What follows belongs to an exercise in optimizing a design on an open flow for a short achievable clock period and few clock cycles; a production flow would make more cautious choices.
The RTL was checked by simulation tests, not by an equivalence proof against the original design.
No activity file was given, so power comes from the tool's default toggle rates.

==> wip/harbor <==
==> flow/design.v (excerpt) <==
module cpu(clk, reset, imem_addr, imem_data, dmem_addr, dmem_we, dmem_wdata, dmem_rdata, over);
  input clk, reset;
  output [11:0] imem_addr;
  input [31:0] imem_data;
  output [15:0] dmem_addr;
  output dmem_we;
  output [31:0] dmem_wdata;
  input [31:0] dmem_rdata;
  output over;
  reg over;
  localparam OP_NOP = 4'b0000, OP_ADD = 4'b0001, OP_SUB = 4'b0010, OP_MUL = 4'b0011,
             OP_ADDI = 4'b0100, OP_SUBI = 4'b0101, OP_MULI = 4'b0110, OP_SLLI = 4'b0111,
             OP_LD = 4'b1000, OP_ST = 4'b1001, OP_JMP = 4'b1010, OP_BZ = 4'b1011,
             OP_BGTZ = 4'b1100, OP_BLTZ = 4'b1101, OP_BGEZ = 4'b1110, OP_HALT = 4'b1111;
  reg  [11:0] pc;           
  reg         vD;
  reg  [31:0] ir;
  reg  [11:0] pcD;
  reg         predD;        
  reg         hEa, hEb, hEs, hMa, hMb, hMs, hWa, hWb, hWs;
  reg         zP, nP;
  reg         vE;
  reg         wrE, ldE, stE, mulE, subE, shE;
  reg         eSum, eDif, eShl;   
  reg  [4:0]  rdE;
  reg  [31:0] aE, bE, sE;   
  reg  [31:0] maE, mbE;     
  reg  [31:0] fa, fb;       
  reg         wrM, ldM, mulM;
  reg  [4:0]  rdM;
  reg  [31:0] resM;
  reg  [15:0] daddrM;
  reg         weM;
  reg  [31:0] wdataM;
  reg         wrW, mulW;
  reg  [4:0]  rdW;
  reg  [31:0] raW, rbW;     
  reg  [31:0] valW;         
  reg         zW;           
  wire [31:0] sum = aE + bE;
  wire [31:0] dif = aE - bE;
  wire [31:0] shl = aE << bE[3:0];
  wire [31:0] aluE = ({32{eSum}} & sum) | ({32{eDif}} & dif) | ({32{eShl}} & shl);
  wire [31:0] mra, mrb;
  mul_pipe mul(.clk(clk), .a(maE), .b(mbE), .ra(mra), .rb(mrb));
  wire [31:0] resMx = ldM ? dmem_rdata : resM;    
  wire [31:0] resW = raW + rbW;
  wire zresW = ~|(raW ^ rbW ^ {raW[30:0] | rbW[30:0], 1'b0});
  wire [3:0] op = ir[31:28];
  wire [4:0] f_rd = ir[27:23];
  wire [4:0] f_rs = ir[22:18];
  wire [4:0] f_rt = ir[17:13];
  wire [31:0] immD = {{14{ir[17]}}, ir[17:0]};
  wire isR  = (op == OP_ADD) || (op == OP_SUB) || (op == OP_MUL);
  wire isI  = (op >= OP_ADDI) && (op <= OP_LD);
  wire isST = (op == OP_ST);
  wire isBR = (op >= OP_BZ) && (op <= OP_BGEZ);
  wire isMUL = (op == OP_MUL) || (op == OP_MULI);
  wire isHALT = (op == OP_HALT);
  wire useA = isR || isI || isST;
  wire useB = isR;
  wire useS = isST || isBR;
  ...
Settings: LEC_CHECK=0, ABC_CLOCK_PERIOD_IN_PS=3000, CAP_MARGIN=20, CORE_MARGIN=2, CORE_UTILIZATION=50, SLEW_MARGIN=20; clock period 10.5 ns.
standard.sh (not shown) runs the stock make flow with config.mk's settings and CLKGATE_MAP_FILE= SYNTH_SCRIPT=/design/flow/synth_recipe.tcl, a recipe that flattens the netlist after the stock synthesis.
==> flow/flow/run.sh <==
#!/bin/bash
# Own flow: the standard synthesis unchanged, then the standard ORFS layout
# with three changes to how it is optimised (constraints, clock tree and all
# else are the standard flow's):
#  - the port buffers are buf_6 cells instead of the default choice;
#  - sizing may change a cell's footprint (MATCH_CELL_FOOTPRINT=0);
#  - from clock tree synthesis on, timing repair is given a larger setup-slack
#    margin, so that it keeps working towards a shorter period than the
#    10.5 ns the constraints ask for.
# Each step's output goes to its own log here; ORFS keeps its logs in orfs/.
set -o pipefail
MARGIN=7.3
OPTS=(MATCH_CELL_FOOTPRINT=0 "BUFFER_PORTS_ARGS=-buffer_cell sky130_fd_sc_hd__buf_6")
bash standard.sh synth > synth.log 2>&1 || exit 1
bash standard.sh "${OPTS[@]}" place > place.log 2>&1 || exit 1
bash standard.sh "${OPTS[@]}" SETUP_SLACK_MARGIN=$MARGIN finish > finish.log 2>&1 || exit 1
==> wip/garnet (differences from wip/harbor) <==
--- a/flow/design.v
+++ b/flow/design.v
@@ -1470,20 +1470,18 @@
     shE  <= (op == OP_SLLI);
     eSum <= !(op == OP_SUB || op == OP_SUBI || op == OP_SLLI);
     eDif <= (op == OP_SUB) || (op == OP_SUBI);
     eShl <= (op == OP_SLLI);
     rdE  <= f_rd;
     aE   <= a_next;
     bE   <= isR ? b_next : immD;
     sE   <= s_next;
-    if (issue && isMUL) begin
-      maE <= a_next;
-      mbE <= isR ? b_next : immD;
-    end
+    maE <= (issue && isMUL) ? a_next : 32'd0;
+    mbE <= (issue && isMUL) ? (isR ? b_next : immD) : 32'd0;
     if (reset) begin
       fa <= 32'd0;
       fb <= 32'd0;
     end else begin
       fa <= a_next;
       fb <= isR ? b_next : immD;
     end
   end
--- a/flow/flow/run.sh
+++ b/flow/flow/run.sh
@@ -4,13 +4,13 @@
 # else are the standard flow's):
 #  - the port buffers are buf_6 cells instead of the default choice;
 #  - sizing may change a cell's footprint (MATCH_CELL_FOOTPRINT=0);
 #  - from clock tree synthesis on, timing repair is given a larger setup-slack
 #    margin, so that it keeps working towards a shorter period than the
 #    10.5 ns the constraints ask for.
 # Each step's output goes to its own log here; ORFS keeps its logs in orfs/.
 set -o pipefail
-MARGIN=7.3
+MARGIN=7.5
 OPTS=(MATCH_CELL_FOOTPRINT=0 "BUFFER_PORTS_ARGS=-buffer_cell sky130_fd_sc_hd__buf_6")
 bash standard.sh synth > synth.log 2>&1 || exit 1
 bash standard.sh "${OPTS[@]}" place > place.log 2>&1 || exit 1
 bash standard.sh "${OPTS[@]}" SETUP_SLACK_MARGIN=$MARGIN finish > finish.log 2>&1 || exit 1
Settings changed: CORE_UTILIZATION 50 to 60.
==> wip/yarrow (differences from wip/harbor) <==
--- a/flow/flow/run.sh
+++ b/flow/flow/run.sh
@@ -4,13 +4,13 @@
 # else are the standard flow's):
 #  - the port buffers are buf_6 cells instead of the default choice;
 #  - sizing may change a cell's footprint (MATCH_CELL_FOOTPRINT=0);
 #  - from clock tree synthesis on, timing repair is given a larger setup-slack
 #    margin, so that it keeps working towards a shorter period than the
 #    10.5 ns the constraints ask for.
 # Each step's output goes to its own log here; ORFS keeps its logs in orfs/.
 set -o pipefail
-MARGIN=7.3
+MARGIN=7
 OPTS=(MATCH_CELL_FOOTPRINT=0 "BUFFER_PORTS_ARGS=-buffer_cell sky130_fd_sc_hd__buf_6")
 bash standard.sh synth > synth.log 2>&1 || exit 1
 bash standard.sh "${OPTS[@]}" place > place.log 2>&1 || exit 1
 bash standard.sh "${OPTS[@]}" SETUP_SLACK_MARGIN=$MARGIN finish > finish.log 2>&1 || exit 1
Settings changed: CORE_UTILIZATION 50 to 60.
==> wip/umber (differences from wip/harbor) <==
--- a/flow/design.v
+++ b/flow/design.v
@@ -1470,20 +1470,18 @@
     shE  <= (op == OP_SLLI);
     eSum <= !(op == OP_SUB || op == OP_SUBI || op == OP_SLLI);
     eDif <= (op == OP_SUB) || (op == OP_SUBI);
     eShl <= (op == OP_SLLI);
     rdE  <= f_rd;
     aE   <= a_next;
     bE   <= isR ? b_next : immD;
     sE   <= s_next;
-    if (issue && isMUL) begin
-      maE <= a_next;
-      mbE <= isR ? b_next : immD;
-    end
+    maE <= (issue && isMUL) ? a_next : 32'd0;
+    mbE <= (issue && isMUL) ? (isR ? b_next : immD) : 32'd0;
     if (reset) begin
       fa <= 32'd0;
       fb <= 32'd0;
     end else begin
       fa <= a_next;
       fb <= isR ? b_next : immD;
     end
   end
--- a/flow/flow/run.sh
+++ b/flow/flow/run.sh
@@ -4,13 +4,13 @@
 # else are the standard flow's):
 #  - the port buffers are buf_6 cells instead of the default choice;
 #  - sizing may change a cell's footprint (MATCH_CELL_FOOTPRINT=0);
 #  - from clock tree synthesis on, timing repair is given a larger setup-slack
 #    margin, so that it keeps working towards a shorter period than the
 #    10.5 ns the constraints ask for.
 # Each step's output goes to its own log here; ORFS keeps its logs in orfs/.
 set -o pipefail
-MARGIN=7.3
+MARGIN=7
 OPTS=(MATCH_CELL_FOOTPRINT=0 "BUFFER_PORTS_ARGS=-buffer_cell sky130_fd_sc_hd__buf_6")
 bash standard.sh synth > synth.log 2>&1 || exit 1
 bash standard.sh "${OPTS[@]}" place > place.log 2>&1 || exit 1
 bash standard.sh "${OPTS[@]}" SETUP_SLACK_MARGIN=$MARGIN finish > finish.log 2>&1 || exit 1
Settings changed: CORE_UTILIZATION 50 to 55.
==> summary of the runs <==
- wip/yarrow produced a clean layout. wip/umber completed with no timing, DRC or antenna violations. wip/garnet did not get past 5_1_grt, error GRT-0232. wip/harbor finished clean.
- In wip/harbor the first-iteration DRC count is lower than in wip/yarrow, by about 15%.
- Sequential share of layout area, highest first: wip/yarrow, wip/umber, wip/harbor.
- The lowest total power belongs to wip/umber, the highest to wip/harbor.
- The highest die area belongs to wip/harbor, the lowest to wip/yarrow.
- Wire length: wip/harbor > wip/yarrow > wip/umber.
- Clock power: wip/yarrow > wip/harbor > wip/umber.
Testbench counts of wip/harbor, summed over its fixed seeds: cycles 25,001.
Testbench counts of wip/garnet, summed over its fixed seeds: cycles 25,001.
Testbench counts of wip/yarrow, summed over its fixed seeds: cycles 25,001.
Testbench counts of wip/umber, summed over its fixed seeds: cycles 25,001.


==> run K: inputs <==
Another version of the RTL of cpu (not shown whole).
clock: 10.5 ns
lec_check: 0
abc_clock_period_in_ps: 3000
cap_margin: 20
core_margin: 2
core_utilization: 60
slew_margin: 20
==> flow/flow/run.sh <==
#!/bin/bash
# Own flow: the standard synthesis unchanged, then the standard ORFS layout
# with three changes to how it is optimised (constraints, clock tree and all
# else are the standard flow's):
#  - the port buffers are buf_6 cells instead of the default choice;
#  - sizing may change a cell's footprint (MATCH_CELL_FOOTPRINT=0);
#  - from clock tree synthesis on, timing repair is given a larger setup-slack
#    margin, so that it keeps working towards a shorter period than the
#    10.5 ns the constraints ask for.
# Each step's output goes to its own log here; ORFS keeps its logs in orfs/.
set -o pipefail
MARGIN=7
OPTS=(MATCH_CELL_FOOTPRINT=0 "BUFFER_PORTS_ARGS=-buffer_cell sky130_fd_sc_hd__buf_6")
bash standard.sh synth > synth.log 2>&1 || exit 1
bash standard.sh "${OPTS[@]}" place > place.log 2>&1 || exit 1
bash standard.sh "${OPTS[@]}" SETUP_SLACK_MARGIN=$MARGIN finish > finish.log 2>&1 || exit 1
==> run Y (differences from run K) <==
--- a/flow/design.v
+++ b/flow/design.v
@@ -1,13 +1,14 @@
-module register_file(clk, reset, ra1, rd1, ra2, rd2, ra3, rd3, z3, we, waddr, wdata, wzero);
+module register_file(clk, reset, ra1, rd1, ra2, rd2, ra3, rd3, z3, ra4, z4, n4,
+                     we, waddr, wdata, wzero);
   input clk, reset, we, wzero;
-  input [4:0] ra1, ra2, ra3, waddr;
+  input [4:0] ra1, ra2, ra3, ra4, waddr;
   input [31:0] wdata;
   output [31:0] rd1, rd2, rd3;
-  output z3;
+  output z3, z4, n4;
   reg [31:0] R [1:31];
   reg Z [1:31];
   integer i;
   always @(posedge clk) begin
     if (reset) begin
       for (i = 1; i <= 31; i = i + 1) begin
         R[i] <= 32'b0;
@@ -18,14 +19,17 @@
       Z[waddr] <= wzero;
     end
   end
   assign rd1 = (ra1 == 5'd0) ? 32'b0 : R[ra1];
   assign rd2 = (ra2 == 5'd0) ? 32'b0 : R[ra2];
   assign rd3 = (ra3 == 5'd0) ? 32'b0 : R[ra3];
   assign z3 = (ra3 == 5'd0) ? 1'b1 : Z[ra3];
+  assign z4 = (ra4 == 5'd0) ? 1'b1 : Z[ra4];
+  wire [31:0] r4 = R[ra4];
+  assign n4 = (ra4 == 5'd0) ? 1'b0 : r4[31];
 endmodule
 module sign_add(a, b, cin, s);
   input [31:0] a, b;
   input cin;
   output s;
   wire [31:0] g0, t0;
   assign g0 = {1'b0, a[30:1] & b[30:1], (a[0] & b[0]) | ((a[0] | b[0]) & cin)};
@@ -1289,14 +1293,15 @@
              OP_BGTZ = 4'b1100, OP_BLTZ = 4'b1101, OP_BGEZ = 4'b1110, OP_HALT = 4'b1111;
   reg  [11:0] pc;           
   reg         vD;
   reg  [31:0] ir;
   reg  [11:0] pcD;
   reg         predD;        
   reg         hEa, hEb, hEs, hMa, hMb, hMs, hWa, hWb, hWs;
+  reg         zP, nP;
   reg         vE;
   reg         wrE, ldE, stE, mulE, subE, shE;
   reg         eSum, eDif, eShl;   
   reg  [4:0]  rdE;
   reg  [31:0] aE, bE, sE;   
   reg  [31:0] maE, mbE;     
   reg  [31:0] fa, fb;       
@@ -1332,17 +1337,18 @@
   wire isMUL = (op == OP_MUL) || (op == OP_MULI);
   wire isHALT = (op == OP_HALT);
   wire useA = isR || isI || isST;
   wire useB = isR;
   wire useS = isST || isBR;
   wire wrD  = (isR || isI) && (f_rd != 5'd0);
   wire [31:0] rr1, rr2, rr3;
-  wire rrz3;
+  wire rrz3, rfz4, rfn4;
   register_file regs(.clk(clk), .reset(reset),
                      .ra1(f_rs), .rd1(rr1), .ra2(f_rt), .rd2(rr2), .ra3(f_rd), .rd3(rr3), .z3(rrz3),
+                     .ra4(imem_data[27:23]), .z4(rfz4), .n4(rfn4),
                      .we(wrW), .waddr(rdW), .wdata(resW), .wzero(zresW));
   wire aE_hit = useA && hEa;
   wire bE_hit = useB && hEb;
   wire sE_hit = useS && hEs;
   wire aM_hit = useA && hMa;
   wire bM_hit = useB && hMb;
   wire sM_hit = useS && hMs;
@@ -1358,16 +1364,16 @@
   wire ezE = subE ? ezero_sub : ezero_add;
   wire sgn_sum, sgn_dif;
   sign_add sgs(.a(fa), .b(fb), .cin(1'b0), .s(sgn_sum));
   sign_add sgd(.a(fa), .b(~fb), .cin(1'b1), .s(sgn_dif));
   wire enE = subE ? sgn_dif : sgn_sum;
   wire addE = !ldE && !mulE && !shE;    
   wire availD = sE_hit ? addE : (sM_hit ? !(ldM || mulM) : !(sW_hit && mulW));
-  wire zD = sE_hit ? ezE : (sM_hit ? (resM == 32'd0) : (sW_hit ? zW : rrz3));
-  wire nD = sE_hit ? enE : (sM_hit ? resM[31] : (sW_hit ? valW[31] : rr3[31]));
+  wire zD = sE_hit ? ezE : (sM_hit ? (resM == 32'd0) : (sW_hit ? zW : zP));
+  wire nD = sE_hit ? enE : (sM_hit ? resM[31] : (sW_hit ? valW[31] : nP));
   reg  takenD;
   always @(*) begin
     case (op[1:0])
       2'b11: takenD = zD;              
       2'b00: takenD = !nD && !zD;      
       2'b01: takenD = nD;              
       default: takenD = !nD;           
@@ -1419,14 +1425,30 @@
     hMa <= wrMn && (stallD ? (rdE == f_rs) : (rdE == i_rs));
     hMb <= wrMn && (stallD ? (rdE == f_rt) : (rdE == i_rt));
     hMs <= wrMn && (stallD ? (rdE == f_rd) : (rdE == i_rd));
     hWa <= wrM && (stallD ? (rdM == f_rs) : (rdM == i_rs));
     hWb <= wrM && (stallD ? (rdM == f_rt) : (rdM == i_rt));
     hWs <= wrM && (stallD ? (rdM == f_rd) : (rdM == i_rd));
   end
+  always @(posedge clk) begin
+    if (stallD) begin
+      if (wrW && rdW == f_rd) begin
+        zP <= zresW;
+        nP <= resW[31];
+      end
+    end else begin
+      if (wrW && rdW == i_rd) begin
+        zP <= zresW;
+        nP <= resW[31];
+      end else begin
+        zP <= rfz4;
+        nP <= rfn4;
+      end
+    end
+  end
   function [31:0] fwd;
     input hitE, hitM, pSum, pDif, pShl;
     input [31:0] vSum, vDif, vShl, vM, vRF;
     begin
       fwd = ({32{hitE && pSum}} & vSum) | ({32{hitE && pDif}} & vDif) |
             ({32{hitE && pShl}} & vShl) | ({32{!hitE && hitM}} & vM) |
             ({32{!hitE && !hitM}} & vRF);
@@ -1449,19 +1471,20 @@
     eSum <= !(op == OP_SUB || op == OP_SUBI || op == OP_SLLI);
     eDif <= (op == OP_SUB) || (op == OP_SUBI);
     eShl <= (op == OP_SLLI);
     rdE  <= f_rd;
     aE   <= a_next;
     bE   <= isR ? b_next : immD;
     sE   <= s_next;
-    if (issue && isMUL) begin
-      maE <= a_next;
-      mbE <= isR ? b_next : immD;
-    end
-    if (issue && wrD) begin
+    maE <= (issue && isMUL) ? a_next : 32'd0;
+    mbE <= (issue && isMUL) ? (isR ? b_next : immD) : 32'd0;
+    if (reset) begin
+      fa <= 32'd0;
+      fb <= 32'd0;
+    end else begin
       fa <= a_next;
       fb <= isR ? b_next : immD;
     end
   end
   always @(posedge clk) begin
     if (reset) begin
       wrM <= 1'b0;
==> notes <==
Of run Y and run K, run K has the higher core utilization (gap 0.75 points). Against run Y, the synthesized area of run K is lower by about 0.5%. Between run Y and run K, the lower via count is in run K (gap about 2.7%, measured against run K). Register-to-register slack: run K is higher than run Y (0.02 ns). Of run Y and run K, run K has the higher clock-buffer cell count (gap 2). Against run K, the routed wire length of run Y is higher by about 0.9%. Between run Y and run K, the lower clock skew is in run Y (gap 0.0078 ns). Of run Y and run K, run K has the higher sequential power (gap about 4%, measured against run K).
==> figures <==
metric	run Y	run K
Sw Share	36.9%	41.0%
Met1 WL	148 mm	145 mm
Top achievable clock speed	0.264 GHz	0.265 GHz
#FFs+latches synth	1775	1773
Layout cells sized above 1	29.2%	31.2%
Final critical path time including I/O delays and setup	3.79 ns	3.78 ns
Syn Inst Count	9020	8702
Length of routed met3 wiring	76.6 mm	71.1 mm
Final Non-Filler Cells	11.7k	11.6k
Proportion of cell area occupied by registers	36.2%	36.8%
Worst path setup slack after routing	6.71 ns	6.72 ns
Sequential cell area	46600 um^2	47700 um^2
Transition time at the pin with the least slew margin	1.32 ns	1.26 ns
Multi-input combinational cell count	5820	5557
Area share of and/or/nand/nor cells after synthesis	11.1%	10.5%
Outcome	timing/DRC/antenna clean	timing/DRC/antenna clean
Arrival time at the worst endpoint	4.45 ns	4.32 ns
Testbench counts of run K, summed over its fixed seeds: cycles 25,001.
Testbench counts of run Y, summed over its fixed seeds: cycles 25,001.

port drivers added, routing unchanged:
The results above use ideal ports. As a check the final layouts listed here were re-extracted and re-timed, cells and wires unchanged.
Step 1 (the two cells are an assumption about what drives the block):
set clk [get_ports {clk}]
set_driving_cell -lib_cell sky130_fd_sc_hd__clkbuf_16 $clk
set_driving_cell -lib_cell sky130_fd_sc_hd__buf_2 [delete_from_list [all_inputs] $clk]
Step 2 times the ports against the registers' clock, not the clock port: input delays grow and output delays shrink by t, the midpoint of the rising clock arrivals with the driver on.
Three values: no drivers, after step 1, after step 2; two values: the first two.
| run | t, ns | slack for setup (ns) | worst data-port slew with drivers (ns) |
|---|---|---|---|
| wip/harbor | 1.002 | 6.683 / 6.683 / 5.896 | 0.20 |
| wip/yarrow | 0.978 | 6.490 / 6.490 / 5.848 | 0.14 |
| wip/umber | 0.956 | 6.788 / 6.788 / 5.890 | 0.21 |
| run K | 0.968 | 6.724 / 6.724 / 5.995 | 0.12 |
| run Y | 0.987 | 6.708 / 6.708 / 5.927 | 0.24 |
After both steps every run listed still meets setup and hold. For wip/umber, which loses most, drivers alone change the setup slack by 0.000 ns; drivers and shift together by -0.898 ns.
